From an optimization exercise on the open Yosys and OpenROAD flow, aimed at small area, a short achievable clock period and few clock cycles per item; shortcuts taken in it are not production practice. Where RTL was checked, it was by simulation tests only, not by an equivalence proof against the original. Only the layout flow was run in runs 4, 6 and 7; the RTL was not checked for function there. No run shown here takes its clock network from TritonCTS; it comes from the design's own scripts or RTL. No driver is modelled on the clock port, so clock power and skew are understated where the tree is cut down; a real chip needs a root buffer or a tree. Power and IR drop assume default switching activity.

==> design/flow/design.v <==
`timescale 1ns / 1ps
module automaton_rule(
    input  [31:0] rule,
    input  [15:0] sel,          
    output        n0,
    output        n1);
    wire [15:0] e0, e1;
    genvar i;
    generate
        for (i = 0; i < 16; i = i + 1) begin : g
            assign e0[i] = rule[{i[3:1], 1'b0, i[0]}];
            assign e1[i] = rule[{i[3:1], 1'b1, i[0]}];
        end
    endgenerate
    assign n0 = |(sel & e0);
    assign n1 = |(sel & e1);
endmodule
module automaton_pick(
    input         world_in,
    input         ch0,
    input         ch1,
    input         is_read,
    input  [12:0] wr,           
    input  [12:0] rd,           
    output        do_wr,
    output [12:0] nxt);
    assign do_wr = is_read & (world_in ? ch1 : ch0);
    assign nxt   = do_wr ? wr : rd;
endmodule
module automaton(
    input               clk,
    input               rst,
    input      [31:0]   rule,
    output reg [5:0]    row,
    output reg [5:0]    col,
    output reg          world_we,
    input               world_in,
    output reg          world_out,
    output reg          update_done);
    reg [17:0] sr;          
    reg [63:0] st;          
    reg        c0, c1;      
    reg        em;          
    reg        vq;          
    reg        halo;        
    reg        first;       
    reg        is_read;     
    wire [2:0] s_ = row[5:3];
    wire [2:0] j_ = row[2:0];
    wire       rh = is_read & halo;             
    wire       rd = is_read & ~halo;            
    wire       col0  = (col == 6'd0);
    wire       col63 = (col == 6'd63);
    wire       j7 = (j_ == 3'd7);
    wire [2:0] sd = rh ? (col63 ? 3'd0 : 3'd7) : {2'b00, j7} + {2'b00, ~is_read & col63};
    wire [5:0] nr_row = {s_ + sd, rh ? j_ : j_ + 3'd1};
    wire [5:0] nr_col = col + {5'd0, ~rd};
    wire       nr_halo = ~rh & j7;
    wire       ncol0 = rd ? col0 : col63;                      
    wire       mW    = rd ? (col == 6'd1) : col0;              
    wire       j0    = rh | j7;                                
    wire       q     = (rd & col0) ? (s_ == 3'd0) : (s_ == 3'd7);
    wire       mN    = rh ? (s_ == 3'd1) : (j7 & q);           
    wire       mS    = ~rh & (j_ == 3'd6) & q;                 
    wire       tS = is_read ? sr[6]  : sr[7];
    wire       tC = is_read ? sr[7]  : sr[8];
    wire       tN = is_read ? sr[8]  : sr[9];
    wire       tW = is_read ? sr[16] : sr[17];
    wire       bN = (j0 ? st[63] : tN) & ~mN;
    wire       bW = tW & ~mW;
    wire       bS = tS & ~mS;
    wire       valid = ~nr_halo & ~(first & ncol0);
    wire       n0, n1;
    automaton_rule lut(.rule(rule), .sel(16'd1 << {bN, bW, tC, bS}),
                       .n0(n0), .n1(n1));
    wire       ch0 = vq & (c0 ^ sr[8]);
    wire       ch1 = vq & ((em ? c0 : c1) ^ sr[8]);
    wire [5:0] wr_row = {col0 ? s_ - 3'd1 : s_, j_};
    wire       do_wr;
    wire [5:0] n_row, n_col;
    wire       n_halo;
    automaton_pick pick(.world_in(world_in), .ch0(ch0), .ch1(ch1),
                        .is_read(is_read),
                        .wr(rst ? 13'd0 : {wr_row, col - 6'd1, 1'b0}),
                        .rd(rst ? 13'd0 : {nr_row, nr_col, nr_halo}),
                        .do_wr(do_wr), .nxt({n_row, n_col, n_halo}));
    always @(posedge clk) begin
        if (is_read)
            sr <= {sr[16:0], world_in};
        if (is_read & ~halo & (row[2:0] == 3'd0))
            st <= {st[62:0], sr[1]};
        world_out <= ~sr[8];
        row <= n_row;
        col <= n_col;
        halo <= n_halo;
        world_we <= do_wr & ~rst;
        is_read <= ~(do_wr & ~rst);
        c0 <= n0;
        c1 <= n1;
        em <= ncol0;
        if (rst) begin
            vq <= 1'b0;
            first <= 1'b1;
            update_done <= 1'b0;
        end else begin
            vq <= valid;
            first <= first & (col == 6'd0);
            update_done <= is_read & halo & ~first & (row == 6'd8) & (col == 6'd0);
        end
    end
endmodule
==> design/flow/flow/run.sh <==
#!/bin/bash
set -euo pipefail
bash standard.sh SYNTH_SCRIPT=$(pwd)/flow/synth_own.tcl SETUP_SLACK_MARGIN=7.25 BUFFER_PORTS_ARGS="-buffer_cell sky130_fd_sc_hd__buf_1" PRE_CTS_TCL=$(pwd)/flow/own_cts.tcl  finish > standard.log 2>&1
==> design/flow/flow/abc_own.script <==
strash
dch
map -a
mfs2
strash
dch
map -a
topo
stime -c
buffer -c
upsize -c
dnsize -c
==> design/flow/flow/own_cts.tcl <==
# Own clock tree, sourced as PRE_CTS_TCL. The clock port drives 4 clock
# buffers directly, and each buffer drives the clock pins of one group of
# flip-flops. With OWN_CTS_INV1 and OWN_CTS_INV2 set, each buffer is instead a
# pair of inverters: the port drives the first, the first drives only the
# second, and the second drives the group. The groups come from two cuts of
# the placed flip-flops: one across x or y, then one across each half the
# other way. The cut positions are searched so that the group with the
# largest estimated load (pin capacitance plus the wire of a minimum spanning
# tree) is as light as it can be. Every flip-flop is the same number of stages
# from the clock port.
# The tree is built in place of TritonCTS, that is after the CTS step's
# repair_clock_inverters (which would otherwise copy the inverters next to
# every flip-flop); the rest of the CTS step (legalisation, repair_timing)
# runs as usual.

# estimated load of a group in fF: 1.8 fF per clock pin, 0.12 fF per um of
# the minimum spanning tree over the pins (Prim)
proc own_cts_cost {pts} {
  set n [llength $pts]
  if {$n == 0} { return 0 }
  set xs [lmap p $pts {lindex $p 0}]
  set ys [lmap p $pts {lindex $p 1}]
  set in [lrepeat $n 0]
  set d [lrepeat $n 1e18]
  lset d 0 0
  set tot 0.0
  for {set k 0} {$k < $n} {incr k} {
    set best -1; set bd 1e18
    for {set i 0} {$i < $n} {incr i} {
      if {![lindex $in $i] && [lindex $d $i] < $bd} { set bd [lindex $d $i]; set best $i }
    }
    lset in $best 1
    set tot [expr {$tot + $bd}]
    set bx [lindex $xs $best]; set by [lindex $ys $best]
    for {set i 0} {$i < $n} {incr i} {
      if {![lindex $in $i]} {
        set dd [expr {abs([lindex $xs $i] - $bx) + abs([lindex $ys $i] - $by)}]
        if {$dd < [lindex $d $i]} { lset d $i $dd }
      }
    }
  }
  return [expr {1.8 * $n + 0.12 * $tot}]
}

# cut a list of {x y iterm} at fraction f along axis (0: x, 1: y)
proc own_cts_cut {pts axis f} {
  set pts [lsort -real -index $axis $pts]
  set k [expr {int(round([llength $pts] * $f))}]
  return [list [lrange $pts 0 [expr {$k - 1}]] [lrange $pts $k end]]
}

proc own_cts_build {} {
  set db [ord::get_db]
  set block [ord::get_db_block]
  set bufcell sky130_fd_sc_hd__clkbuf_16
  if {[info exists ::env(OWN_CTS_BUF)]} { set bufcell $::env(OWN_CTS_BUF) }
  set master [$db findMaster $bufcell]
  set inv1 ""
  if {[info exists ::env(OWN_CTS_INV1)] && [info exists ::env(OWN_CTS_INV2)]} {
    set inv1 [$db findMaster $::env(OWN_CTS_INV1)]
    set inv2 [$db findMaster $::env(OWN_CTS_INV2)]
  }
  set clknet [$block findNet clk]
  set dbu [$block getDbUnitsPerMicron]

  set sinks {}
  foreach it [$clknet getITerms] {
    set bb [[$it getInst] getBBox]
    set x [expr {([$bb xMin] + [$bb xMax]) / 2.0 / $dbu}]
    set y [expr {([$bb yMin] + [$bb yMax]) / 2.0 / $dbu}]
    lappend sinks [list $x $y $it]
  }
  puts "own_cts: [llength $sinks] clock sinks"

  set fracs {0.38 0.40 0.42 0.44 0.46 0.48 0.50 0.52 0.54 0.56 0.58 0.60 0.62}
  set best {}
  set bestcost 1e18
  foreach axis {0 1} {
    foreach f1 $fracs {
      set sub {}
      set worst 0
      foreach h [own_cts_cut $sinks $axis $f1] {
        set hb {}; set hc 1e18
        foreach f2 $fracs {
          set q [own_cts_cut $h [expr {1 - $axis}] $f2]
          set c [expr {max([own_cts_cost [lindex $q 0]], [own_cts_cost [lindex $q 1]])}]
          if {$c < $hc} { set hc $c; set hb $q }
        }
        lappend sub {*}$hb
        set worst [expr {max($worst, $hc)}]
      }
      if {$worst < $bestcost} { set bestcost $worst; set best $sub }
    }
  }
  puts "own_cts: worst estimated group load [format %.1f $bestcost] fF"

  set i 0
  foreach g $best {
    set sx 0.0; set sy 0.0
    foreach p $g { set sx [expr {$sx + [lindex $p 0]}]; set sy [expr {$sy + [lindex $p 1]}] }
    set cx [expr {int($sx / [llength $g] * $dbu)}]
    set cy [expr {int($sy / [llength $g] * $dbu)}]
    set net [odb::dbNet_create $block "clknet_own_$i"]
    $net setSigType CLOCK
    if {$inv1 eq ""} {
      set inst [odb::dbInst_create $block $master "clkbuf_own_$i"]
      [$inst findITerm A] connect $clknet
      [$inst findITerm X] connect $net
      set placed [list $inst]
    } else {
      set a [odb::dbInst_create $block $inv1 "clkinv_own_a$i"]
      set b [odb::dbInst_create $block $inv2 "clkinv_own_b$i"]
      set mid [odb::dbNet_create $block "clknet_own_m$i"]
      $mid setSigType CLOCK
      [$a findITerm A] connect $clknet
      [$a findITerm Y] connect $mid
      [$b findITerm A] connect $mid
      [$b findITerm Y] connect $net
      set placed [list $b $a]
    }
    foreach p $g {
      set it [lindex $p 2]
      $it disconnect
      $it connect $net
    }
    set dx 0
    foreach inst $placed {
      $inst setLocation [expr {$cx + $dx}] $cy
      $inst setPlacementStatus PLACED
      set dx [expr {$dx + [[$inst getMaster] getWidth]}]
    }
    puts "own_cts: group $i at ($cx, $cy): [llength $g] sinks, estimated [format %.1f [own_cts_cost $g]] fF"
    incr i
  }
}

rename clock_tree_synthesis tritoncts_unused
proc clock_tree_synthesis {args} {
  own_cts_build
  puts "own_cts: clock tree built by own_cts.tcl, TritonCTS skipped"
  set_propagated_clock [all_clocks]
}
==> design/flow/flow/synth_own.tcl <==
# The standard synthesis script (synth_recipe.tcl), with one change: ABC
# maps the top module with abc_own.script (beside this file: map -a and mfs2,
# for area) and the two small modules that carry the late inputs (rule and
# world_in) with ORFS's own script. Registers, their names and their cell
# types are the standard synthesis's.
set own_abc_script [file normalize [file join [file dirname [info script]] abc_own.script]]
proc synth {args} { yosys synth -nofsm -noshare {*}$args }
proc abc {args} {
  set i [lsearch -exact $args -script]
  if {$i < 0} { yosys abc {*}$args; return }
  set late {automaton_pick}
  set own $args
  lset own [expr {$i + 1}] $::own_abc_script
  yosys abc {*}$own automaton automaton_rule
  yosys abc {*}$args {*}$late
}
source $::env(SCRIPTS_DIR)/synth.tcl
# left out here: clear keep_hierarchy, flatten, clean up, hide names made inside functions, write 1_2_yosys.v
==> design/flow/standard.sh <==
#!/bin/bash
# synth_recipe.tcl (not shown) runs the flow's synth.tcl, then flattens the netlist and writes it again
# the make line also repeats each setting of config.mk as NAME=value (left out here)
make -C /OpenROAD-flow-scripts/flow DESIGN_CONFIG=/design/flow/config.mk WORK_HOME=/design/flow/orfs CLKGATE_MAP_FILE= SYNTH_SCRIPT=/design/flow/synth_recipe.tcl "${@:-finish}"
==> design/flow/config.mk <==
export PLATFORM = sky130hd
export DESIGN_NAME = automaton
export DESIGN_NICKNAME = automaton
export VERILOG_FILES = /design/flow/design.v
export SDC_FILE = /design/flow/constraint.sdc
export NUM_CORES = 8
export LEC_CHECK = 0
export ABC_AREA = 1
export CAP_MARGIN = 20
export CORE_MARGIN = 2
export CORE_UTILIZATION = 50
export GPL_ROUTABILITY_DRIVEN = 1
export GPL_TIMING_DRIVEN = 1
export PLACE_DENSITY = 0.6
export SLEW_MARGIN = 20
export SYNTH_HIERARCHICAL = 1
==> design/flow/constraint.sdc <==
create_clock -name core_clock -period 10.0 [get_ports {clk}]
set_input_delay 2.0000 -clock core_clock [delete_from_list [all_inputs] [get_ports {clk}]]
set_output_delay 2.0000 -clock core_clock [all_outputs]
set_load 0.01 [all_outputs]
==> qor.csv, run 1 <==
metric,value,unit
slowest_delay,410,ps
start_util,50.9,%
area_growth,10.3,%
fin_crit_sh,27.2,%
synth_seq_cells,104,
grt_usage,15.3,%
gp_congestion,0.902,
power_switching,0.000576,W
irDropWorstVdd,0.000155,V
synth_top_area_share,56.3,%
synth_common_cells,"82 x edfxtp_1, 50 x nand2_1, 33 x nor2_1, 30 x inv_1, 23 x nand3_1",
fmax,368,MHz
use_met1,24.9,%
port_buffers,49,
seqPwrFrac,55.1,%
worstPathRequired,8000,ps
fin_worst_skew,11.5,ps
antenna_found_initial,0,
ys_seq_area_share,66.3,%
combPwrFrac,34.5,%
dr.pass1.iters,4,
clock_latency,160,ps
ys_types,37,
power_density,336,mW/mm2
grt_pass1_wl,12300,um
avgSynthCellArea,12.2,um2
tightest_slew,732,ps
startpoint_type,flop,
rows,34,
hold_viol_final,0,
synthArstFlopShare,0,%
yosysMostFrequentCell,edfxtp_1,
crit_type,flop to output pin,
drtIter0Drc,139,
busiest_layer,met1,
viasPerCell,5.26,
grt_overflow,0,
vias,2719,
syn_nets,410,
critPathTopFamily,flip-flops,
path_clk_slew,100,ps
cellInternalPower,0.00105,W
grt_start_max_net_pins,65,
path_buf_inv,1,
syn_inst,359,
relSlewSlack,51.2,%
io_pins,50,
synth_edf_count,82,
grtUsageMet3,1.01,%
final_net_count,462,
met2_usage,23.1,%
finalSetupViolCount,0,
cp_slowest_cell,dfxtp_4,
ys.flop_type,edfxtp_1,
wl,7330,um
ys_warn_count,7,
p_leak,1.82,nW
path_cells,buf_1,
n_fill_cell,742,
timing.hold.ws,422,ps
hold_path_class,flop to flop,
status,no timing/DRC/antenna violations,
crit_fanout,7,
die_x,97.6,um
maxCapViolations,0,
ant_nets,0,
rsz0062_at_grt,true,
syn_area,0.00438,mm2
period_needed,2720,ps
core,0.00859,mm2
wl_per_cell,14.2,um
setup_tns,0,ps
synth_area_leaders,"edfxtp_1 56%, dfxtp_1 10%, ha_1 4.3%, nand2_1 4.3%, nor2_1 2.8%",
dieArea,0.00952,mm2
diodes,0,
swShare,35.5,%
post-dp-hpwl,4810,um
drv_slew,0,
power_frac_clock,10.4,%
drc_errors,0,
drive_gt1_share,15.4,%
setup.worst_path.end_class,output pin,
grt_pass1_vias,2524,
die_h,97.6,um
yosysTopAreaCell,edfxtp_1,
cp.arrival,720,ps
what timing repair did:
item,4_1_cts,5_1_grt
pin swaps,0,1
buffers inserted,0,2
setup endpoints to repair,28,17
gates resized for setup,14,13
hold buffers,0,0
final cells by class:
type	count	area, um2	share of cell area [%]
Buffer	4	100	2.07
Inverter	39	156	3.24
Multi-Input combinational cell	209	1290	26.8
Sequential cell	104	2930	60.6
Tap cell	108	135	2.80
Timing Repair Buffer	53	220	4.56
power groups by stage:
stage                     clock network, W  logic (W)  registers (W)
after CTS                         0.000174   0.000544       0.000897
final                             0.000169   0.000560       0.000895
after global routing              0.000190   0.000641       0.000920
after floorplan                          0   0.000415       0.000877
after global placement                   0   0.000537       0.000891
after detailed placement                 0   0.000543       0.000890
state kept, by name (all words and copies together) (netlist names), 6 cells and up:
| name | count |
|---|---|
| row | 6 |
| st | 64 |
| sr | 18 |
| col | 6 |
Yosys stat by module, one instance, submodules excluded:
module,flip-flops and latches,times used
automaton,104,1
automaton_rule,0,1
automaton_pick,0,1
through the flow:
step	power, W	instances	instance area (um2)	setup WS [ps]	utilization, %
2_1_floorplan	0.00129	359	4400	7250	-
6_report	0.00162	517	4830	7280	56.2
4_1_cts	0.00162	515	4790	7260	55.7
3_3_place_gp	0.00143	511	4670	6730	54.3
5_1_grt	0.00175	517	4830	7230	56.2
3_5_place_dp	0.00143	511	4670	6650	54.3
worst register-to-register path: stages (launching register included):
cell and delay (ps):
dfxtp_2 360, inv_1 80, ha_1 170, nand2_2 80
nor2_4 140, nand2_4 100, nor2_4 110, nor2_1 60
a31oi_2 190, nor2_1 70, nor3_2 110, and2_4 220
nor2_1 70, a22o_1 250, a221oi_2 190, nand4_1 140
path summary, 6_finish.rpt:
| path | start | end | slack, ps | cells after the start |
|---|---|---|---|---|
| hold / removal | sr[4] | sr[5] | 420 | 0 |
| setup reg to reg | col[1] | c0 | 7540 | 15 |
| setup / recovery | col[3] | col[3] | 7280 | 1 |
| hold reg to reg | sr[4] | sr[5] | 420 | 0 |
per-layer routing:
layer,vias up,wire length [um]
li1,1355,-
met1,1291,3700
met2,63,3170
met3,10,324
met4,0,137
met5,-,0
cell families after synthesis:
logic type	Yosys count	synth area share [%]
AO/OA/AOI/OAI	54	9.32
adder cells (fa/ha/maj)	16	4.75
flip-flops	104	66.3
buffers and inverters	46	4.60
XOR/XNOR	1	0.200
other	1	0.0857
AND/OR/NAND/NOR	137	14.7
placed cells by master, fill, tap and decap left out, drive strengths merged, types with 5 or more instances in the layout:
| cell type | instances |
|---|---|
| nor2 | 45 |
| a221oi | 8 |
| o21ai | 13 |
| nor3 | 6 |
| nand3 | 24 |
| a21oi | 19 |
| dfxtp | 22 |
| buf | 52 |
| edfxtp | 82 |
| nand2 | 54 |
| clkbuf | 5 |
| ha | 15 |
| a22o | 8 |
| inv | 38 |
Testbench counts, summed over its fixed seeds: cycles 2,499,633, generations 384.
==> inputs of run 2 (changes only) <==
==> design/flow/flow/run.sh (replaced) <==
#!/bin/bash
set -euo pipefail
bash standard.sh SYNTH_SCRIPT=$(pwd)/flow/synth_own.tcl SETUP_SLACK_MARGIN=7.3 BUFFER_PORTS_ARGS="-buffer_cell sky130_fd_sc_hd__buf_1" PRE_CTS_TCL=$(pwd)/flow/own_cts.tcl OWN_OUTBUF=sky130_fd_sc_hd__buf_2 finish > standard.log 2>&1
--- a/design/flow/flow/own_cts.tcl
+++ b/design/flow/flow/own_cts.tcl
@@ -134,8 +134,27 @@
   }
 }
 
+# With OWN_OUTBUF set, the port buffers of the outputs (which start as buf_1,
+# like those of the inputs) are swapped for that buffer before the tree is
+# built; the CTS step's legalisation places them.
+proc own_outbuf {} {
+  if {![info exists ::env(OWN_OUTBUF)]} { return }
+  set block [ord::get_db_block]
+  set master [[ord::get_db] findMaster $::env(OWN_OUTBUF)]
+  foreach bt [$block getBTerms] {
+    if {[$bt getIoType] ne "OUTPUT"} { continue }
+    set drv [[$bt getNet] getFirstOutput]
+    if {$drv eq "NULL" || $drv eq ""} { continue }
+    set inst [$drv getInst]
+    if {[string match "*buf_1" [[$inst getMaster] getName]]} {
+      $inst swapMaster $master
+    }
+  }
+}
+
 rename clock_tree_synthesis tritoncts_unused
 proc clock_tree_synthesis {args} {
+  own_outbuf
   own_cts_build
   puts "own_cts: clock tree built by own_cts.tcl, TritonCTS skipped"
   set_propagated_clock [all_clocks]
==> run 2 against run 1 <==
Compared with the run above: setup slack improved by 39 ps; maximum frequency is 1.5% higher; register-to-register slack got worse by 60 ps; largest cell class unchanged.
==> qor.csv, run 2 <==
metric,value,unit,change
status,no timing/DRC/antenna violations,,unchanged
reg2reg_slack,7480,ps,was 7540 ps
wl_per_cell,14.6,um,was 14.2 um
path_clk_slew,100,ps,about the same
holdPathStages,0,,unchanged
most-common-layout-cells,"82 x edfxtp_1, 50 x nand2_1, 33 x buf_1",,"was 82 x edfxtp_1, 50 x nand2_1, 46 x buf_1"
maxCapViolations,0,,unchanged
die_h,97.6,um,unchanged
grt_usage,15.9,%,was 15.3%
largest_register_ffs,64,,unchanged
regMostFlops,st,,unchanged
seqPwrFrac,53.9,%,was 55.1%
path_buf_inv,1,,unchanged
syn_nets,410,,unchanged
grt_start_max_net_pins,65,,unchanged
avgSynthCellArea,12.2,um2,unchanged
power_density,337,mW/mm2,was 336 mW/mm2
largest_registers,"st (64), sr (18)",,unchanged
ys_types,37,,unchanged
setup_tns,0,ps,unchanged
viasPerCell,5.16,,was 5.26
irDropWorstVdd,0.000170,V,was 0.000155 V
post-dp-hpwl,4880,um,was 4810 um
diodes,0,,unchanged
die_x,97.6,um,unchanged
syn_area,0.00438,mm2,unchanged
dieArea,0.00952,mm2,unchanged
cts_hold_buf,0,,unchanged
area_growth,12.5,%,was 10.3%
grt_overflow,0,,unchanged
relSlewSlack,49.2,%,was 51.2%
vias,2688,,was 2719
wl,7610,um,was 7330 um
cellInternalPower,0.00107,W,was 0.00105 W
gp_congestion,0.830,,was 0.902
fin_crit_sh,26.8,%,was 27.2%
rsz0062_at_grt,true,,unchanged
fmax,373,MHz,was 368 MHz
synth_common_cells,"82 x edfxtp_1, 50 x nand2_1, 33 x nor2_1, 30 x inv_1, 23 x nand3_1",,unchanged
yosysMostFrequentCell,edfxtp_1,,unchanged
dr.pass1.iters,4,,unchanged
slowest_delay,380,ps,was 410 ps
grt_pass1_wl,12700,um,was 12300 um
port_buffers,49,,unchanged
setup.worst_path.end_class,output pin,,unchanged
ys_warn_count,7,,unchanged
final_common_cell,edfxtp_1,,unchanged
synth_area_leaders,"edfxtp_1 56%, dfxtp_1 10%, ha_1 4.3%, nand2_1 4.3%, nor2_1 2.8%",,unchanged
synth_seq_cells,104,,unchanged
io_pins,50,,unchanged
crit_fanout,4,,was 7
yosysTopAreaCell,edfxtp_1,,unchanged
synth_edf_count,82,,unchanged
startpoint_type,flop,,unchanged
synth_top_area_share,56.3,%,unchanged
cp_slowest_cell,dfxtp_2,,was dfxtp_4
fin_util,57.3,%,was 56.2%
ys.flop_type,edfxtp_1,,unchanged
clock_latency,160,ps,about the same
grt_pass1_vias,2539,,was 2524
core,0.00859,mm2,unchanged
drive_gt1_share,20.6,%,was 15.4%
ys_seq_area_share,66.3,%,unchanged
antenna_found_initial,0,,unchanged
finalSetupViolCount,0,,unchanged
drv_slew,0,,unchanged
ant_nets,0,,unchanged
power_frac_clock,10.5,%,was 10.4%
cp.arrival,680,ps,was 720 ps
crit_type,flop to output pin,,unchanged
period_needed,2680,ps,was 2720 ps
p_leak,1.89,nW,was 1.82 nW
hold_viol_final,0,,unchanged
start_util,50.9,%,unchanged
syn_inst,359,,unchanged
drtIter0Drc,94,,was 139
worstPathRequired,8000,ps,about the same
combPwrFrac,35.6,%,was 34.5%
critPathTopFamily,flip-flops,,unchanged
r2r_cells,15,,unchanged
swShare,35.5,%,about the same
final_net_count,466,,was 462
synthArstFlopShare,0,%,unchanged
drc_errors,0,,unchanged
tightest_slew,761,ps,was 732 ps
hold_path_class,flop to flop,,unchanged
path_cells,buf_2,,was buf_1
cp.depth,1,,unchanged
rows,34,,unchanged
power_switching,0.000589,W,was 0.000576 W
fin_worst_skew,9.03,ps,was 11.5 ps
[run 2: cells by family after synthesis]
family / share of synthesized area (%)
AND/OR/NAND/NOR: 14.7
buffers and inverters: 4.60
other: 0.0857
flip-flops: 66.3
adder cells (fa/ha/maj): 4.75
AO/OA/AOI/OAI: 9.32
XOR/XNOR: 0.200
[run 2: stage by stage]
stage,power [W],std cells,setup WS [ps],area [um2],hold slack [ps]
after floorplan,0.00129,359,7300,4410,400
after global placement,0.00143,511,6710,4670,401
after detailed placement,0.00144,511,6710,4670,405
after CTS,0.00163,516,7300,4830,428
after global routing,0.00178,521,7260,4920,432
final,0.00166,521,7320,4920,421
[run 2: modules after synthesis (local to each module, per instance)]
module	cells	flip-flops and latches
automaton	289	104
automaton_rule	18	0
automaton_pick	52	0
[run 2: repair_timing]
item	CTS	global route
endpoints found under the setup margin	31	25
resized for setup	22	16
setup buffers	1	5
cloned	0	0
pin swaps	0	4
[run 2: power by group through the flow]
| stage | registers (W) | clock network [W] | logic (W) |
|---|---|---|---|
| 2_1_floorplan | 0.000877 | 0 | 0.000416 |
| 4_1_cts | 0.000896 | 0.000178 | 0.000561 |
| 6_report | 0.000893 | 0.000174 | 0.000591 |
| 5_1_grt | 0.000919 | 0.000191 | 0.000673 |
| 3_5_place_dp | 0.000893 | 0 | 0.000546 |
| 3_3_place_gp | 0.000893 | 0 | 0.000537 |
[run 2: path summary, 6_finish.rpt]
| check | to | startpoint |
|---|---|---|
| worst max-delay path | row[5] | row[5] |
| worst min-delay path | st[63] | st[62] |
| worst max register to register | row[5] | col[3] |
| worst min register to register | st[63] | st[62] |
[run 2: layer usage]
metal / part of all wire [%] / track usage (%) / vias to the layer above / wire [um]
met5: 0 / 0 / - / 0
met4: 0.91 / 1.60 / 0 / 69
met3: 5.4 / 1.65 / 4 / 413
met2: 42 / 23.8 / 55 / 3170
met1: 52 / 26.3 / 1266 / 3960
li1: - / - / 1363 / -
[run 2: layout make-up]
type | instances | area (um2)
buffer | 4 | 100
fill | 742 | 3670
inverter | 39 | 156
multi-input combinational | 209 | 1310
sequential | 104 | 2940
tap | 108 | 135
timing repair buffer | 57 | 275
==> inputs of run 3 (changes only) <==
==> design/flow/flow/run.sh (replaced) <==
#!/bin/bash
set -euo pipefail
bash standard.sh SYNTH_SCRIPT=$(pwd)/flow/synth_own.tcl SETUP_SLACK_MARGIN=7.25 BUFFER_PORTS_ARGS="-buffer_cell sky130_fd_sc_hd__buf_1" PRE_CTS_TCL=$(pwd)/flow/own_cts.tcl OWN_OUTBUF=sky130_fd_sc_hd__buf_2 finish > standard.log 2>&1
==> run 3 against run 2 <==
Compared with the run above: critical path depth did not move; sequential power barely moved; critical path type unchanged; combinational power fell by 3.7%; largest power group unchanged; clock skew rose by 1.5 ps; critical endpoint is now col[4].
==> qor.csv, run 3 <==
metric,value,unit,change
start_util,50.9,%,unchanged
synth_area_leaders,"edfxtp_1 56%, dfxtp_1 10%, ha_1 4.3%, nand2_1 4.3%, nor2_1 2.8%",,unchanged
drc_errors,0,,unchanged
antenna_found_initial,0,,unchanged
ys_warn_count,7,,unchanged
most-common-layout-cells,"82 x edfxtp_1, 50 x nand2_1, 33 x buf_1",,unchanged
swShare,35.4,%,was 35.5%
ys_types,37,,unchanged
ys.flop_type,edfxtp_1,,unchanged
rows,34,,unchanged
startpoint_type,flop,,unchanged
dr.pass1.iters,4,,unchanged
setup.worst_path.end_class,output pin,,unchanged
period_needed,2720,ps,was 2680 ps
final_common_cell,edfxtp_1,,unchanged
path_cells,buf_2,,unchanged
crit_type,flop to output pin,,unchanged
synth_top_area_share,56.3,%,unchanged
setup_tns,0,ps,unchanged
r2r-end,c0,,was row[5]
rsz0062_at_grt,false,,was true
drive_gt1_share,18.8,%,was 20.6%
syn_nets,410,,unchanged
hold_path_class,flop to flop,,unchanged
final_area,0.00485,mm2,was 0.00492 mm2
hold_viol_final,0,,unchanged
yosysTopAreaCell,edfxtp_1,,unchanged
final_net_count,462,,was 466
combPwrFrac,34.9,%,was 35.6%
syn_inst,359,,unchanged
grt_start_max_net_pins,65,,unchanged
path_clk_slew,100,ps,about the same
synth_common_cells,"82 x edfxtp_1, 50 x nand2_1, 33 x nor2_1, 30 x inv_1, 23 x nand3_1",,unchanged
power_frac_clock,10.3,%,was 10.5%
ys_seq_area_share,66.3,%,unchanged
timing.hold.ws,422,ps,was 421 ps
r2r_cells,15,,unchanged
relSlewSlack,51.2,%,was 49.2%
avgSynthCellArea,12.2,um2,unchanged
irDropWorstVdd,0.000156,V,was 0.000170 V
r2r_start,col[1],,was col[3]
path_buf_inv,1,,unchanged
holdPathStages,0,,unchanged
die_x,97.6,um,unchanged
power_switching,0.000578,W,was 0.000589 W
synth_seq_cells,104,,unchanged
hold_start,sr[4],,was st[62]
die_h,97.6,um,unchanged
post-dp-hpwl,4810,um,was 4880 um
finalSetupViolCount,0,,unchanged
wl_per_cell,14.2,um,was 14.6 um
status,no timing/DRC/antenna violations,,unchanged
regMostFlops,st,,unchanged
fin_crit_sh,27.2,%,was 26.8%
power_density,336,mW/mm2,was 337 mW/mm2
p_leak,1.87,nW,was 1.89 nW
port_buffers,49,,unchanged
fmax,368,MHz,was 373 MHz
synth_edf_count,82,,unchanged
worstPathRequired,8000,ps,about the same
crit_fanout,8,,was 4
cp_slowest_cell,dfxtp_2,,unchanged
area_growth,10.8,%,was 12.5%
wl,7350,um,was 7610 um
maxCapViolations,0,,unchanged
largest_register_ffs,64,,unchanged
ant_nets,0,,unchanged
yosysMostFrequentCell,edfxtp_1,,unchanged
dieArea,0.00952,mm2,unchanged
vias,2724,,was 2688
grt_pass1_wl,12300,um,was 12700 um
reg2reg_slack,7540,ps,was 7480 ps
core,0.00859,mm2,unchanged
viasPerCell,5.27,,was 5.16
io_pins,50,,unchanged
holdPathEnd,sr[5],,was st[63]
grt_usage,15.2,%,was 15.9%
slowest_delay,410,ps,was 380 ps
cellInternalPower,0.00105,W,was 0.00107 W
diodes,0,,unchanged
drtIter0Drc,143,,was 94
clock_latency,160,ps,about the same
grt_pass1_vias,2525,,was 2539
gp_congestion,0.902,,was 0.830
grt_overflow,0,,unchanged
synthArstFlopShare,0,%,unchanged
cp.arrival,720,ps,was 680 ps
drv_slew,0,,unchanged
largest_registers,"st (64), sr (18)",,unchanged
tightest_slew,732,ps,was 761 ps
fin_worst_skew,10.5,ps,was 9.03 ps
critPathTopFamily,flip-flops,,unchanged
syn_area,0.00438,mm2,unchanged
seqPwrFrac,54.8,%,was 53.9%
postPlaceCellArea,0.00467,mm2,about the same
-- run 3: changes by cell type in the layout (fill, tap and decap cells not counted), moves of 2 or more --
cell and delta:
buf_2 +2, buf_4 -5, dfxtp_2 +8, dfxtp_4 -9
-- run 3: cell type report --
class                           instances  area, um2
Buffer                                  4        100
Sequential cell                       104       2920
Timing Repair Buffer                   53        236
Inverter                               39        156
Tap cell                              108        135
Multi-Input combinational cell        209       1300
Fill cell                             738       3740
-- run 3: cells by family after synthesis --
group | Yosys count | share of synthesized area, %
simple gates | 137 | 14.7
buf+inv | 46 | 4.60
xor+xnor | 1 | 0.200
compound gates | 54 | 9.32
fa+ha+maj | 16 | 4.75
other cells | 1 | 0.0857
flops | 104 | 66.3
-- run 3: power by group through the flow --
stage | registers (W) | clock network, W | logic [W]
3_5_place_dp | 0.000890 | 0 | 0.000543
4_1_cts | 0.000894 | 0.000174 | 0.000550
2_1_floorplan | 0.000877 | 0 | 0.000415
6_report | 0.000894 | 0.000168 | 0.000569
5_1_grt | 0.000919 | 0.000189 | 0.000647
3_3_place_gp | 0.000891 | 0 | 0.000537
-- run 3: modules after synthesis (local to each module, per instance) --
| module | flops+latches | cells inside |
|---|---|---|
| automaton_pick | 0 | 52 |
| automaton | 104 | 289 |
| automaton_rule | 0 | 18 |
-- run 3: what timing repair did --
action,4_1_cts,5_1_grt
cloned,0,0
setup endpoints to repair,24,17
hold buffers,0,0
setup buffers,0,2
pin swaps,0,1
gates resized for setup,9,15
hold endpoints to repair,0,0
-- run 3: through the flow --
step	cells	worst slack (ps)	utilization, %	power [W]
after CTS	515	7250	55.8	0.00162
after global placement	511	6730	54.3	0.00143
final	517	7280	56.4	0.00163
after detailed placement	511	6650	54.3	0.00143
after global routing	517	7260	56.4	0.00176
after floorplan	359	7250	-	0.00129
-- run 3: how the worst max path moves through the flow --
stage	slack, ps	startpoint	cells after the start	endpoint
floorplan	7250	rst	5	col[1]
global placement	6730	rst	6	col[3]
detailed placement	6650	rst	6	row[5]
CTS	7250	col[5]	1	col[5]
global route	7260	col[4]	1	col[4]
finish	7280	col[4]	1	col[4]
-- run 3: layer usage --
metal	vias to the layer above	wire, um	track usage (%)	part of all wire [%]
met2	60	3160	23.0	43
met5	-	0	0	0
li1	1357	-	-	-
met1	1297	3720	24.8	51
met4	0	137	2.67	1.9
met3	10	331	1.01	4.5
==> inputs of run 4 (changes only) <==
--- a/design/flow/design.v
+++ b/design/flow/design.v
@@ -40,8 +40,6 @@
     reg [17:0] sr;          
     reg [63:0] st;          
     reg        c0, c1;      
-    reg        em;          
-    reg        vq;          
     reg        halo;        
     reg        first;       
     reg        is_read;     
@@ -56,7 +54,6 @@
     wire [5:0] nr_row = {s_ + sd, rh ? j_ : j_ + 3'd1};
     wire [5:0] nr_col = col + {5'd0, ~rd};
     wire       nr_halo = ~rh & j7;
-    wire       ncol0 = rd ? col0 : col63;                      
     wire       mW    = rd ? (col == 6'd1) : col0;              
     wire       j0    = rh | j7;                                
     wire       q     = (rd & col0) ? (s_ == 3'd0) : (s_ == 3'd7);
@@ -69,12 +66,12 @@
     wire       bN = (j0 ? st[63] : tN) & ~mN;
     wire       bW = tW & ~mW;
     wire       bS = tS & ~mS;
-    wire       valid = ~nr_halo & ~(first & ncol0);
     wire       n0, n1;
     automaton_rule lut(.rule(rule), .sel(16'd1 << {bN, bW, tC, bS}),
                        .n0(n0), .n1(n1));
-    wire       ch0 = vq & (c0 ^ sr[8]);
-    wire       ch1 = vq & ((em ? c0 : c1) ^ sr[8]);
+    wire       valid = ~halo & ~(first & col0);
+    wire       ch0 = valid & (c0 ^ sr[8]);
+    wire       ch1 = valid & ((col0 ? c0 : c1) ^ sr[8]);
     wire [5:0] wr_row = {col0 ? s_ - 3'd1 : s_, j_};
     wire       do_wr;
     wire [5:0] n_row, n_col;
@@ -97,14 +94,11 @@
         is_read <= ~(do_wr & ~rst);
         c0 <= n0;
         c1 <= n1;
-        em <= ncol0;
         if (rst) begin
-            vq <= 1'b0;
             first <= 1'b1;
             update_done <= 1'b0;
         end else begin
-            vq <= valid;
-            first <= first & (col == 6'd0);
+            first <= first & col0;
             update_done <= is_read & halo & ~first & (row == 6'd8) & (col == 6'd0);
         end
     end
==> design/flow/flow/run.sh (replaced) <==
#!/bin/bash
set -euo pipefail
bash standard.sh SYNTH_SCRIPT=$(pwd)/flow/synth_own.tcl SETUP_SLACK_MARGIN=7.25 BUFFER_PORTS_ARGS="-buffer_cell sky130_fd_sc_hd__buf_1" PRE_CTS_TCL=$(pwd)/flow/own_cts.tcl  finish > standard.log 2>&1
==> run 4 against run 3 <==
Compared with the run above: still clean on timing, DRC and antenna; synthesized cell count fell by 0.56%; routed wire length fell by 1.7%; maximum frequency hardly changed; register-to-register slack lost 60 ps; largest power group unchanged.
==> qor.csv, run 4 <==
metric,value,unit,change
status,no timing/DRC/antenna violations,,unchanged
path_clk_slew,100,ps,about the same
n_fill_cell,725,,was 738
viasPerCell,5.21,,was 5.27
multi_input_area,0.00126,mm2,was 0.00130 mm2
critPathTopFamily,flip-flops,,unchanged
die_h,96.8,um,was 97.6 um
syn_inst,357,,was 359
ys_warn_count,7,,unchanged
diodes,0,,unchanged
ys.flop_type,edfxtp_1,,unchanged
syn_area,0.00431,mm2,was 0.00438 mm2
ant_nets,0,,unchanged
final_common_cell,edfxtp_1,,unchanged
synth_common_cells,"82 x edfxtp_1, 57 x nand2_1, 40 x nor2_1, 32 x inv_1, 21 x nand3_1",,"was 82 x edfxtp_1, 50 x nand2_1, 33 x nor2_1, 30 x inv_1, 23 x nand3_1"
irDropWorstVdd,0.000207,V,was 0.000156 V
die_x,96.8,um,was 97.6 um
largest_register_ffs,64,,unchanged
gp_congestion,0.843,,was 0.902
hold_viol_final,0,,unchanged
final_net_count,466,,was 462
setup.worst_path.end_class,output pin,,unchanged
grt_overflow,0,,unchanged
slowest_delay,410,ps,about the same
period_needed,2720,ps,about the same
power_density,356,mW/mm2,was 336 mW/mm2
grt_start_max_net_pins,65,,unchanged
crit_fanout,7,,was 8
io_pins,50,,unchanged
startpoint_type,flop,,unchanged
post-dp-hpwl,4790,um,was 4810 um
rows,33,,was 34
port_buffers,49,,unchanged
start_util,51.9,%,was 50.9%
dr.pass1.iters,4,,unchanged
largest_registers,"st (64), sr (18)",,unchanged
fin_crit_sh,27.2,%,about the same
crit_type,flop to output pin,,unchanged
drive_gt1_share,13.3,%,was 18.8%
rsz0062_at_grt,true,,was false
maxCapViolations,0,,unchanged
drtIter0Drc,140,,was 143
grt_usage,15.1,%,was 15.2%
yosysTopAreaCell,edfxtp_1,,unchanged
wl,7230,um,was 7350 um
ys_types,34,,was 37
synthArstFlopShare,0,%,unchanged
area_growth,11.4,%,was 10.8%
grt_pass1_vias,2588,,was 2525
syn_nets,408,,was 410
seqCellArea,0.00289,mm2,was 0.00292 mm2
wl_per_cell,13.9,um,was 14.2 um
core,0.00830,mm2,was 0.00859 mm2
fmax,368,MHz,about the same
p_leak,1.84,nW,was 1.87 nW
drc_errors,0,,unchanged
tightest_slew,769,ps,was 732 ps
antenna_found_initial,0,,unchanged
hold_path_class,flop to flop,,unchanged
regMostFlops,st,,unchanged
synth_edf_count,82,,unchanged
vias,2700,,was 2724
cp_slowest_cell,dfxtp_4,,was dfxtp_2
relSlewSlack,48.7,%,was 51.2%
yosysMostFrequentCell,edfxtp_1,,unchanged
ys_seq_area_share,66.5,%,was 66.3%
synth_area_leaders,"edfxtp_1 57%, dfxtp_1 9.3%, nand2_1 5.0%, ha_1 4.4%, nor2_1 3.5%",,"was edfxtp_1 56%, dfxtp_1 10%, ha_1 4.3%, nand2_1 4.3%, nor2_1 2.8%"
avgSynthCellArea,12.1,um2,was 12.2 um2
finalSetupViolCount,0,,unchanged
synth_seq_cells,102,,was 104
setup_tns,0,ps,unchanged
worstPathRequired,8000,ps,about the same
fin_worst_skew,12.4,ps,was 10.5 ps
clock_latency,160,ps,about the same
most-common-layout-cells,"82 x edfxtp_1, 57 x nand2_1, 46 x buf_1",,"was 82 x edfxtp_1, 50 x nand2_1, 33 x buf_1"
cts_hold_buf,0,,unchanged
path_buf_inv,1,,unchanged
synth_top_area_share,57.2,%,was 56.3%
timing.hold.ws,422,ps,about the same
drv_slew,0,,unchanged
grt_pass1_wl,12100,um,was 12300 um
cp.arrival,720,ps,about the same
dieArea,0.00937,mm2,was 0.00952 mm2
path_cells,buf_1,,was buf_2
## run 4: report_power, final
group | switching (W) | total (W) | internal, W
logic | 0.000437 | 0.000634 | 0.000198
registers | 0.0000999 | 0.000902 | 0.000803
clock network | 0.0000961 | 0.000169 | 0.0000734
total | 0.000632 | 0.00171 | 0.00107
## run 4: final timing paths
check	to	slack, ps	startpoint	depth (start not counted)
setup / recovery	col[3]	7280	col[3]	1
hold / removal	sr[16]	420	sr[15]	0
setup reg to reg	row[5]	7480	col[3]	14
hold reg to reg	sr[16]	420	sr[15]	0
## run 4: through the flow
step | worst slack (ps) | area [um2] | std cells | util [%] | total power (W)
3_5_place_dp | 6510 | 4600 | 507 | 55.4 | 0.00152
6_report | 7280 | 4800 | 518 | 57.8 | 0.00171
4_1_cts | 7250 | 4730 | 513 | 57.0 | 0.00170
5_1_grt | 7250 | 4800 | 518 | 57.8 | 0.00184
3_3_place_gp | 6520 | 4600 | 507 | 55.4 | 0.00151
2_1_floorplan | 7290 | 4320 | 357 | - | 0.00136
## run 4: area by class of cell
class | instances | area share (%)
Multi-Input combinational cell | 211 | 26.3
Timing Repair Buffer | 58 | 5.45
Inverter | 38 | 3.21
Buffer | 4 | 2.09
Sequential cell | 102 | 60.2
Tap cell | 105 | 2.74
## run 4: cell families after synthesis
logic type               synth area share (%)
XOR/XNOR                                0.203
AND/OR/NAND/NOR                          15.1
AO/OA/AOI/OAI                            8.74
buffers and inverters                    4.53
other                                  0.0871
adder cells (fa/ha/maj)                  4.82
flip-flops                               66.5
## run 4: routing by layer
| layer | GRT usage, % | wire, um | vias to the layer above |
|---|---|---|---|
| met1 | 22.6 | 3600 | 1286 |
| li1 | - | - | 1359 |
| met5 | 0 | 0 | - |
| met3 | 1.16 | 299 | 5 |
| met4 | 1.41 | 70 | 0 |
| met2 | 25.3 | 3250 | 50 |
## run 4: per-module statistics from Yosys (local to each module, per instance)
module / copies in the design / flops+latches
automaton_rule: 1 / 0
automaton_pick: 1 / 0
automaton: 1 / 102
## run 4: repair_timing
action                                  CTS  global route
resized for setup                        12            11
endpoints found under the setup margin   26            22
endpoints found under the hold margin     0             0
pin swaps                                 0             1
setup buffers                             2             5
==> inputs of run 5 (changes only) <==
--- a/design/flow/design.v
+++ b/design/flow/design.v
@@ -42,7 +42,7 @@
     reg        c0, c1;      
     reg        halo;        
     reg        first;       
-    reg        is_read;     
+    wire       is_read = ~world_we;
     wire [2:0] s_ = row[5:3];
     wire [2:0] j_ = row[2:0];
     wire       rh = is_read & halo;             
@@ -91,7 +91,6 @@
         col <= n_col;
         halo <= n_halo;
         world_we <= do_wr & ~rst;
-        is_read <= ~(do_wr & ~rst);
         c0 <= n0;
         c1 <= n1;
         if (rst) begin
==> run 5 against run 4 <==
Compared with the run above: still clean on timing, DRC and antenna; die area down 0.38%; clock power hardly changed; via count decreased by 3.8%; synthesized area is 0.41% lower; critical path depth is the same; global-route usage rose by 0.22 points; sequential cell count decreased by 1; combinational power barely moved; total power fell by 1.2%; sequential power down 2%; worst hold slack lost 3.5 ps; critical path type unchanged.
==> qor.csv, run 5 <==
metric,value,unit,change
synth_common_cells,"82 x edfxtp_1, 52 x nand2_1, 37 x nor2_1, 32 x inv_1, 22 x nand3_1",,"was 82 x edfxtp_1, 57 x nand2_1, 40 x nor2_1, 32 x inv_1, 21 x nand3_1"
most-common-layout-cells,"82 x edfxtp_1, 52 x nand2_1, 43 x buf_1",,"was 82 x edfxtp_1, 57 x nand2_1, 46 x buf_1"
reg2reg_slack,7490,ps,was 7480 ps
slowest_delay,400,ps,was 410 ps
setup_tns,0,ps,unchanged
rsz0062_at_grt,false,,was true
cp.arrival,720,ps,about the same
period_needed,2720,ps,about the same
r2r_cells,10,,was 14
syn_nets,403,,was 408
holdPathEnd,st[54],,was sr[16]
largest_register_ffs,64,,unchanged
drc_errors,0,,unchanged
path_cells,buf_1,,unchanged
startpoint_type,flop,,unchanged
worstPathRequired,8000,ps,about the same
holdPathStages,0,,unchanged
dr.pass1.iters,4,,unchanged
die_x,96.6,um,was 96.8 um
vias,2598,,was 2700
largest_registers,"st (64), sr (18)",,unchanged
synthArstFlopShare,0,%,unchanged
power_frac_clock,10.0,%,was 9.9%
start_util,51.9,%,about the same
synth_seq_cells,101,,was 102
grtUsageMet3,1.59,%,was 1.16%
fmax,368,MHz,about the same
wl_per_cell,14.4,um,was 13.9 um
cellInternalPower,0.00105,W,was 0.00107 W
synth_area_leaders,"edfxtp_1 57%, dfxtp_1 8.9%, nand2_1 4.6%, ha_1 4.4%, nor2_1 3.2%",,"was edfxtp_1 57%, dfxtp_1 9.3%, nand2_1 5.0%, ha_1 4.4%, nor2_1 3.5%"
power_density,355,mW/mm2,was 356 mW/mm2
timing.final.ws_setup,7280,ps,about the same
io_pins,50,,unchanged
hold_path_class,flop to flop,,unchanged
port_buffers,49,,unchanged
fin_util,57.4,%,was 57.8%
status,no timing/DRC/antenna violations,,unchanged
use_met1,24.9,%,was 22.6%
fin_worst_skew,12.2,ps,was 12.4 ps
post-dp-hpwl,4790,um,about the same
critPathTopFamily,flip-flops,,unchanged
relSlewSlack,49.6,%,was 48.7%
ys_seq_area_share,66.3,%,was 66.5%
ys_warn_count,7,,unchanged
die_h,96.6,um,was 96.8 um
r2r_start,world_we,,was col[3]
power_switching,0.000630,W,was 0.000632 W
drtIter0Drc,150,,was 140
area_growth,10.5,%,was 11.4%
maxCapViolations,0,,unchanged
ys_types,35,,was 34
met2_usage,22.9,%,was 25.3%
diodes,0,,unchanged
drive_gt1_share,13.9,%,was 13.3%
dieArea,0.00934,mm2,was 0.00937 mm2
grt_overflow,0,,unchanged
busiest_layer,met1,,was met2
drv_slew,0,,unchanged
viasPerCell,5.12,,was 5.21
combPwrFrac,37.4,%,was 37.2%
ant_nets,0,,unchanged
tightest_slew,756,ps,was 769 ps
wl,7290,um,was 7230 um
grt_usage,15.3,%,was 15.1%
syn_area,0.00429,mm2,was 0.00431 mm2
clock_latency,160,ps,about the same
setup.worst_path.end_class,output pin,,unchanged
cts_hold_buf,0,,unchanged
ys.flop_type,edfxtp_1,,unchanged
p_leak,1.81,nW,was 1.84 nW
syn_inst,352,,was 357
gp_congestion,0.851,,was 0.843
synth_top_area_share,57.4,%,was 57.2%
crit_fanout,5,,was 7
grt_pass1_vias,2482,,was 2588
swShare,37.4,%,was 37.1%
irDropWorstVdd,0.000181,V,was 0.000207 V
crit_type,flop to output pin,,unchanged
synth_edf_count,82,,unchanged
seqPwrFrac,52.6,%,was 52.9%
avgSynthCellArea,12.2,um2,was 12.1 um2
final_common_cell,edfxtp_1,,unchanged
yosysMostFrequentCell,edfxtp_1,,unchanged
hold_viol_final,0,,unchanged
antenna_found_initial,0,,unchanged
core,0.00826,mm2,was 0.00830 mm2
post-place-ws,6730,ps,was 6510 ps
regMostFlops,st,,unchanged
grt_start_max_net_pins,65,,unchanged
grt_pass1_wl,12100,um,about the same
final_net_count,455,,was 466
cp_slowest_cell,dfxtp_2,,was dfxtp_4
rows,33,,unchanged
fin_crit_sh,27.2,%,about the same
path_buf_inv,1,,unchanged
r2r-end,c0,,was row[5]
hold_start,st[53],,was sr[15]
finalSetupViolCount,0,,unchanged
yosysTopAreaCell,edfxtp_1,,unchanged
path_clk_slew,100,ps,about the same
==> run 5: cell count changes after synthesis, sizes merged, moves of 2 or more <==
cell,change
nand2,-4
a21oi,+4
clkbuf,+2
nor2,-2
==> run 5: power groups by stage <==
stage	clock, W	combinational, W	sequential, W
global placement	0	0.000613	0.000887
global route	0.000188	0.000723	0.000909
detailed placement	0	0.000624	0.000880
CTS	0.000175	0.000636	0.000884
floorplan	0	0.000487	0.000860
finish	0.000168	0.000631	0.000886
==> run 5: how the worst max path moves through the flow <==
stage,slack (ps),cells after the start,to,start
after floorplan,7260,7,row[5],rst
after global placement,6750,6,row[4],rst
after detailed placement,6730,6,col[3],rst
after CTS,7250,1,col[5],col[5]
after global routing,7250,1,row[5],row[5]
final,7280,1,row[5],row[5]
==> run 5: modules after synthesis, one instance, submodules excluded <==
module / copies in the design / flip-flops and latches / cells / cell area (um2)
automaton_rule: 1 / 0 / 18 / 203
automaton_pick: 1 / 0 / 52 / 249
automaton: 1 / 101 / 282 / 3840
==> run 5: layer usage <==
| metal | routed length [um] | share of wire (%) | vias up |
|---|---|---|---|
| met4 | 74 | 1.0 | 0 |
| met5 | 0 | 0 | - |
| met1 | 3780 | 52 | 1207 |
| met2 | 3100 | 43 | 48 |
| li1 | - | - | 1336 |
| met3 | 332 | 4.6 | 7 |
==> run 5: cell type report <==
class / instances / area, um2
Buffer: 4 / 100
Fill cell: 723 / 3520
Inverter: 36 / 144
Tap cell: 105 / 131
Multi-Input combinational cell: 208 / 1270
Timing Repair Buffer: 53 / 224
Sequential cell: 101 / 2870
==> run 5: timing repair <==
| item | CTS | global route |
|---|---|---|
| buffers inserted | 2 | 0 |
| gates resized for setup | 16 | 12 |
| endpoints found under the setup margin | 29 | 20 |
==> run 5: logic make-up after synthesis <==
group | share of synthesized area [%]
simple gates | 14.8
flops | 66.3
compound gates | 9.34
buf+inv | 4.43
fa+ha+maj | 4.84
xor+xnor | 0.204
other cells | 0.0874
==> run 5: metrics by stage <==
| stage | cells | total power (W) | hold WS (ps) | area (um2) |
|---|---|---|---|---|
| finish | 507 | 0.00168 | 419 | 4740 |
| CTS | 507 | 0.00169 | 425 | 4710 |
| floorplan | 352 | 0.00135 | 400 | 4310 |
| global route | 507 | 0.00182 | 435 | 4740 |
| detailed placement | 501 | 0.00150 | 405 | 4570 |
| global placement | 501 | 0.00150 | 402 | 4570 |
Testbench counts of run 5, summed over its fixed seeds: cycles 2,499,633, generations 384.
==> inputs of run 6 (changes only) <==
--- a/design/flow/design.v
+++ b/design/flow/design.v
@@ -42,7 +42,7 @@
     reg        c0, c1;      
     reg        halo;        
     reg        first;       
-    wire       is_read = ~world_we;
+    reg        is_read;     
     wire [2:0] s_ = row[5:3];
     wire [2:0] j_ = row[2:0];
     wire       rh = is_read & halo;             
@@ -91,6 +91,7 @@
         col <= n_col;
         halo <= n_halo;
         world_we <= do_wr & ~rst;
+        is_read <= ~(do_wr & ~rst);
         c0 <= n0;
         c1 <= n1;
         if (rst) begin
==> design/flow/flow/run.sh (replaced) <==
#!/bin/bash
set -euo pipefail
bash standard.sh SYNTH_SCRIPT=$(pwd)/flow/synth_own.tcl SETUP_SLACK_MARGIN=7.3 BUFFER_PORTS_ARGS="-buffer_cell sky130_fd_sc_hd__buf_1" PRE_CTS_TCL=$(pwd)/flow/own_cts.tcl  finish > standard.log 2>&1
==> run 6 against run 5 <==
Compared with the run above: sequential share of layout area shrank 2.1 points; still clean on timing, DRC and antenna; global-route usage decreased by 0.18 points; sequential power grew 1%; combinational power is 13% higher; setup slack got worse by 16 ps; sequential cell count grew 1; worst hold slack barely moved; maximum frequency shrank 0.58%; cell count grew 4.1%.
==> qor.csv, run 6 <==
metric,value,unit,change
fin_worst_skew,9.91,ps,was 12.2 ps
final_common_cell,edfxtp_1,,unchanged
grt_usage,15.1,%,was 15.3%
period_needed,2740,ps,was 2720 ps
crit_type,flop to output pin,,unchanged
yosys.area_share.simple,15.1,%,was 14.8%
hold_path_class,flop to flop,,unchanged
r2r_cells,17,,was 10
synthMuxAreaShare,0,%,unchanged
hold_viol_final,0,,unchanged
final_area,0.00496,mm2,was 0.00474 mm2
diodes,0,,unchanged
start_util,51.9,%,about the same
clock_latency,160,ps,about the same
syn_nets,408,,was 403
syn_area,0.00431,mm2,was 0.00429 mm2
synthAdderAreaFrac,4.82,%,was 4.84%
largest_registers,"st (64), sr (18)",,unchanged
critPathTopFamily,flip-flops,,unchanged
drtIter0Drc,171,,was 150
post-dp-hpwl,4720,um,was 4790 um
dieArea,0.00937,mm2,was 0.00934 mm2
ys_warn_count,7,,unchanged
holdPathStages,0,,unchanged
irDropWorstVdd,0.000182,V,was 0.000181 V
yosys.area_share.xor_xnor,0.203,%,was 0.204%
regMostFlops,st,,unchanged
ys_seq_area_share,66.5,%,was 66.3%
grt_pass1_vias,2597,,was 2482
most-common-layout-cells,"82 x edfxtp_1, 57 x nand2_1, 38 x nor2_1",,"was 82 x edfxtp_1, 52 x nand2_1, 43 x buf_1"
wl_per_cell,14.2,um,was 14.4 um
grt_start_max_net_pins,65,,unchanged
synth_edf_count,82,,unchanged
drv_slew,0,,unchanged
setup_tns,0,ps,unchanged
cts_hold_buf,0,,unchanged
cp_common_cell,buf_6,,
port_buffers,49,,unchanged
largest_register_ffs,64,,unchanged
grt_overflow,0,,unchanged
n_fill_cell,692,,was 723
vias,2770,,was 2598
path_cells,buf_6 > buf_6,,was buf_1
area_growth,15.1,%,was 10.5%
drive_gt1_share,20.3,%,was 13.9%
synth_seq_cells,102,,was 101
synth_area_leaders,"edfxtp_1 57%, dfxtp_1 9.3%, nand2_1 5.0%, ha_1 4.4%, nor2_1 3.5%",,"was edfxtp_1 57%, dfxtp_1 8.9%, nand2_1 4.6%, ha_1 4.4%, nor2_1 3.2%"
path_clk_slew,100,ps,about the same
rsz0062_at_grt,true,,was false
power_density,359,mW/mm2,was 355 mW/mm2
yosysTopAreaCell,edfxtp_1,,unchanged
wl,7520,um,was 7290 um
rows,33,,unchanged
dr.pass1.iters,4,,unchanged
synth_top_family_by_area,simple AND/OR/NAND/NOR gates,,unchanged
finalSetupViolCount,0,,unchanged
cp.arrival,740,ps,was 720 ps
tightest_slew,750,ps,was 756 ps
cp.depth,2,,was 1
grt_pass1_wl,12200,um,was 12100 um
maxCapViolations,0,,unchanged
path_buf_inv,2,,was 1
synth_top_area_share,57.2,%,was 57.4%
status,no timing/DRC/antenna violations,,unchanged
fmax,365,MHz,was 368 MHz
gp_congestion,0.873,,was 0.851
viasPerCell,5.25,,was 5.12
cp_slowest_cell,dfxtp_4,,was dfxtp_2
ant_nets,0,,unchanged
p_leak,1.96,nW,was 1.81 nW
drc_errors,0,,unchanged
synthArstFlopShare,0,%,unchanged
startpoint_type,flop,,unchanged
die_h,96.8,um,was 96.6 um
io_pins,50,,unchanged
postPlaceCellArea,0.00459,mm2,was 0.00457 mm2
worstPathRequired,8000,ps,about the same
final_net_count,476,,was 455
ys.flop_type,edfxtp_1,,unchanged
antenna_found_initial,0,,unchanged
crit_fanout,2,,was 5
ys_types,34,,was 35
core,0.00830,mm2,was 0.00826 mm2
avgSynthCellArea,12.1,um2,was 12.2 um2
die_x,96.8,um,was 96.6 um
syn_inst,357,,was 352
setup.worst_path.end_class,output pin,,unchanged
slowest_delay,360,ps,was 400 ps
fin_crit_sh,27.4,%,was 27.2%
synth_compound_area_share,8.74,%,was 9.33%
synth_common_cells,"82 x edfxtp_1, 57 x nand2_1, 40 x nor2_1, 32 x inv_1, 21 x nand3_1",,"was 82 x edfxtp_1, 52 x nand2_1, 37 x nor2_1, 32 x inv_1, 22 x nand3_1"
yosysMostFrequentCell,edfxtp_1,,unchanged
relSlewSlack,50.0,%,was 49.6%
==> run 6: changes by cell type in the layout (fill, tap and decap cells not counted), moves of 4 or more <==
cell | before | now
buf_1 | 43 | 34
buf_2 | 3 | 7
buf_4 | 4 | 17
nand2_1 | 52 | 57
==> run 6: kinds of logic after synthesis <==
group | after synthesis
AND/OR/NAND/NOR | 143
buffers and inverters | 44
adder cells (fa/ha/maj) | 16
XOR/XNOR | 1
flip-flops | 102
other | 1
AO/OA/AOI/OAI | 50
==> run 6: modules after synthesis (local to each module, per instance) <==
module	copies in the design	cells	cell area (um2)
automaton	1	287	3850
automaton_rule	1	18	203
automaton_pick	1	52	249
==> run 6: final timing paths <==
check	start	endpoint	slack, ps
max reg2reg	col[0]	c1	7380
min	st[7]	st[8]	420
max	col[0]	col[0]	7260
min reg2reg	st[7]	st[8]	420
==> run 6: layout make-up <==
class	count	area (um2)	share of cell area, %
plain buffers	4	100	2.02
repair buffers	67	364	7.35
flip-flops and latches	102	2900	58.5
well taps	105	131	2.65
inverters	38	153	3.08
multi-input cells	212	1310	26.4
==> run 6: what timing repair did <==
item	4_1_cts	5_1_grt
gates resized for setup	29	25
cloned	0	1
setup buffers	3	14
pin swaps	0	6
setup endpoints to repair	30	26
==> run 6: through the flow <==
step	hold WS, ps	instances	setup slack (ps)	util (%)	power (W)
4_1_cts	416	513	7300	57.4	0.00171
5_1_grt	430	528	7230	59.7	0.00192
3_3_place_gp	403	506	6670	55.3	0.00151
6_report	419	528	7260	59.7	0.00178
2_1_floorplan	400	357	7350	-	0.00136
3_5_place_dp	405	506	6620	55.3	0.00151
==> run 6: power breakdown <==
group	internal, W	switching (W)	leakage [nW]
clock	0.0000734	0.0000960	0.0493
sequential	0.000804	0.0000909	0.982
combinational	0.000245	0.000469	0.926
total	0.00112	0.000656	1.96
==> run 6: routing by layer <==
layer / vias to the layer above / track usage (%) / routed length (um)
li1: 1386 / - / -
met4: 0 / 2.38 / 122
met1: 1323 / 23.4 / 3730
met3: 8 / 0.795 / 277
met2: 53 / 24.4 / 3380
met5: - / 0 / 0
==> inputs of run 7 (changes only) <==
==> design/flow/flow/run.sh (replaced) <==
#!/bin/bash
set -euo pipefail
bash standard.sh SYNTH_SCRIPT=$(pwd)/flow/synth_own.tcl SETUP_SLACK_MARGIN=7.2 BUFFER_PORTS_ARGS="-buffer_cell sky130_fd_sc_hd__buf_1" PRE_CTS_TCL=$(pwd)/flow/own_cts.tcl  finish > standard.log 2>&1
==> run 7 against run 6 <==
Compared with the run above: synthesized cell count unchanged; sequential power decreased by 0.7%; worst hold slack improved by 3.8 ps; critical path depth decreased by 1; sequential share of layout area increased by 1.9 points; clock power about the same; global-route usage decreased by 0.17 points; cell count decreased by 2.7%; cell area decreased by 4.2%; setup slack got worse by 14 ps; first-iteration DRC count decreased by 43%; critical endpoint is now col[3]; largest cell class unchanged.
==> qor.csv, run 7 <==
metric,value,unit,change
drtIter0Drc,97,,was 171
ys_warn_count,7,,unchanged
period_needed,2750,ps,was 2740 ps
power_density,355,mW/mm2,was 359 mW/mm2
synth_top_area_share,57.2,%,unchanged
status,no timing/DRC/antenna violations,,unchanged
fin_worst_skew,10.4,ps,was 9.91 ps
viasPerCell,5.24,,was 5.25
path_clk_slew,90,ps,was 100 ps
p_leak,1.81,nW,was 1.96 nW
io_pins,50,,unchanged
finalSetupViolCount,0,,unchanged
irDropWorstVdd,0.000174,V,was 0.000182 V
ys.flop_type,edfxtp_1,,unchanged
seqPwrFrac,52.8,%,was 50.3%
yosysMostFrequentCell,edfxtp_1,,unchanged
swShare,37.3,%,was 36.9%
startpoint_type,flop,,unchanged
hold_viol_final,0,,unchanged
dr.pass1.iters,4,,unchanged
antenna_found_initial,0,,unchanged
multi_input_area,0.00126,mm2,was 0.00131 mm2
crit_fanout,7,,was 2
core,0.00830,mm2,unchanged
n_fill_cell,729,,was 692
p_total,0.00168,W,was 0.00178 W
synth_seq_cells,102,,unchanged
setup.worst_path.end_class,output pin,,unchanged
diodes,0,,unchanged
drc_errors,0,,unchanged
seqCellArea,0.00287,mm2,was 0.00290 mm2
synthArstFlopShare,0,%,unchanged
ys_types,34,,unchanged
rows,33,,unchanged
cp.arrival,750,ps,was 740 ps
grt_pass1_wl,11900,um,was 12200 um
synth_edf_count,82,,unchanged
grt_overflow,0,,unchanged
avgSynthCellArea,12.1,um2,unchanged
critPathTopFamily,flip-flops,,unchanged
ant_nets,0,,unchanged
drv_slew,0,,unchanged
wl,7230,um,was 7520 um
grt_start_max_net_pins,65,,unchanged
worstPathRequired,8000,ps,about the same
cts_hold_buf,0,,unchanged
hold_path_class,flop to flop,,unchanged
syn_nets,408,,unchanged
die_h,96.8,um,unchanged
dieArea,0.00937,mm2,unchanged
grt_usage,15.0,%,was 15.1%
fin_crit_sh,27.5,%,was 27.4%
cp_slowest_cell,dfxtp_2,,was dfxtp_4
clock_latency,160,ps,about the same
fin_util,57.2,%,was 59.7%
port_buffers,49,,unchanged
syn_area,0.00431,mm2,unchanged
drive_gt1_share,11.0,%,was 20.3%
cp-startpoint,col[3],,was col[0]
largest_registers,"st (64), sr (18)",,unchanged
final_area,0.00475,mm2,was 0.00496 mm2
path_buf_inv,1,,was 2
power_frac_clock,10.0,%,was 9.5%
gp_congestion,0.834,,was 0.873
combPwrFrac,37.2,%,was 40.2%
path_cells,buf_1,,was buf_6 > buf_6
dp.cells,507,,was 506
stdcell_count,514,,was 528
yosysTopAreaCell,edfxtp_1,,unchanged
synth_area_leaders,"edfxtp_1 57%, dfxtp_1 9.3%, nand2_1 5.0%, ha_1 4.4%, nor2_1 3.5%",,unchanged
wl_per_cell,14.1,um,was 14.2 um
synth_common_cells,"82 x edfxtp_1, 57 x nand2_1, 40 x nor2_1, 32 x inv_1, 21 x nand3_1",,unchanged
slowest_delay,430,ps,was 360 ps
die_x,96.8,um,unchanged
maxCapViolations,0,,unchanged
setup_tns,0,ps,unchanged
r2r_start,col[3],,was col[0]
regMostFlops,st,,unchanged
syn_inst,357,,unchanged
tightest_slew,766,ps,was 750 ps
relSlewSlack,48.9,%,was 50.0%
grt_pass1_vias,2545,,was 2597
most-common-layout-cells,"82 x edfxtp_1, 57 x nand2_1, 48 x buf_1",,"was 82 x edfxtp_1, 57 x nand2_1, 38 x nor2_1"
cellInternalPower,0.00106,W,was 0.00112 W
ys_seq_area_share,66.5,%,unchanged
start_util,51.9,%,unchanged
hold_start,sr[15],,was st[7]
rsz0062_at_grt,false,,was true
vias,2692,,was 2770
power_switching,0.000628,W,was 0.000656 W
area_growth,10.2,%,was 15.1%
final_common_cell,edfxtp_1,,unchanged
crit_type,flop to output pin,,unchanged
largest_register_ffs,64,,unchanged
final_net_count,462,,was 476
postPlaceCellArea,0.00460,mm2,was 0.00459 mm2
post-dp-hpwl,4800,um,was 4720 um
fmax,364,MHz,was 365 MHz
==> run 7: cell counts after synthesis <==
No cell type changed its count.
==> run 7: timing repair <==
| item | CTS | global route |
|---|---|---|
| gates resized for setup | 8 | 4 |
| setup buffers | 3 | 0 |
| endpoints found under the setup margin | 21 | 5 |
| endpoints found under the hold margin | 0 | 0 |
==> run 7: kinds of logic after synthesis <==
logic type / count (synthesis) / synth area share [%]
AOI/OAI and AO/OA: 50 / 8.74
xor gates and xnor gates: 1 / 0.203
adders and majority gates: 16 / 4.82
buffers and inverters: 44 / 4.53
DFF: 102 / 66.5
other: 1 / 0.0871
and+or+nand+nor: 143 / 15.1
==> run 7: area by class of cell <==
class	instances	area share, %
sequential	102	60.5
multi-input combinational	211	26.6
buffer	4	2.11
timing repair buffer	54	4.82
inverter	38	3.24
tap	105	2.77
==> run 7: power groups by stage <==
stage	clock (W)	combinational, W	sequential (W)
after detailed placement	0	0.000629	0.000890
final	0.000168	0.000626	0.000889
after floorplan	0	0.000476	0.000880
after global placement	0	0.000619	0.000891
after CTS	0.000176	0.000630	0.000890
after global routing	0.000189	0.000714	0.000915
==> run 7: layer usage <==
| metal | wire, um | global-route usage, % | part of all wire (%) | vias up |
|---|---|---|---|---|
| met5 | 0 | 0 | 0 | - |
| met4 | 133 | 2.60 | 1.8 | 0 |
| met3 | 201 | 0.723 | 2.8 | 9 |
| met1 | 3680 | 23.1 | 51 | 1286 |
| met2 | 3210 | 24.0 | 44 | 43 |
| li1 | - | - | - | 1354 |
==> run 7: per-stage QoR <==
step	setup slack [ps]	hold slack, ps
4_1_cts	7210	427
3_5_place_dp	6470	405
2_1_floorplan	7220	400
6_report	7250	423
3_3_place_gp	6530	404
5_1_grt	7210	436
==> run 7: final timing paths <==
check / end / slack, ps / cells past startpoint
max: col[3] / 7250 / 1
min: sr[16] / 420 / 0
max reg2reg: row[5] / 7470 / 14
min reg2reg: sr[16] / 420 / 0
==> run 7: modules after synthesis, one instance, submodules excluded <==
module | flops+latches | cells inside
automaton | 102 | 287
automaton_pick | 0 | 52
automaton_rule | 0 | 18

-- static timing again, ports no longer ideal --
In the flow no input, the clock included, has a driving cell. The finished layouts below were timed again as built, in two steps.
Step 1: set_driving_cell puts a clkbuf_16 on clk and a buf_2 on each other input, an assumption about the parent block.
Step 2 times the ports against the registers' clock, not the clock port: input delays grow and output delays shrink by t, the midpoint of the rising clock arrivals with the driver on.
a / b / c = ideal ports / drivers / drivers and shift; a / b = the first two.
| run | t (ns) | slack for setup (ns) | hold WS [ns] |
|---|---|---|---|
| run 1 | 0.237 | 7.279 / 7.197 / 7.187 | 0.422 / 0.422 / 0.422 |
| run 2 | 0.239 | 7.319 / 7.238 / 7.155 | 0.421 / 0.421 / 0.421 |
| run 3 | 0.235 | 7.284 / 7.203 / 7.194 | 0.422 / 0.422 / 0.422 |
| run 4 | 0.236 | 7.283 / 7.203 / 7.154 | 0.422 / 0.422 / 0.422 |
| run 5 | 0.232 | 7.280 / 7.203 / 7.190 | 0.419 / 0.419 / 0.419 |
| run 6 | 0.232 | 7.264 / 7.186 / 7.206 | 0.419 / 0.419 / 0.419 |
| run 7 | 0.232 | 7.250 / 7.171 / 7.156 | 0.423 / 0.423 / 0.423 |
After both steps every run listed still meets setup and hold. For run 2, which loses most, drivers alone change the setup slack by -0.081 ns; drivers and shift together by -0.164 ns.
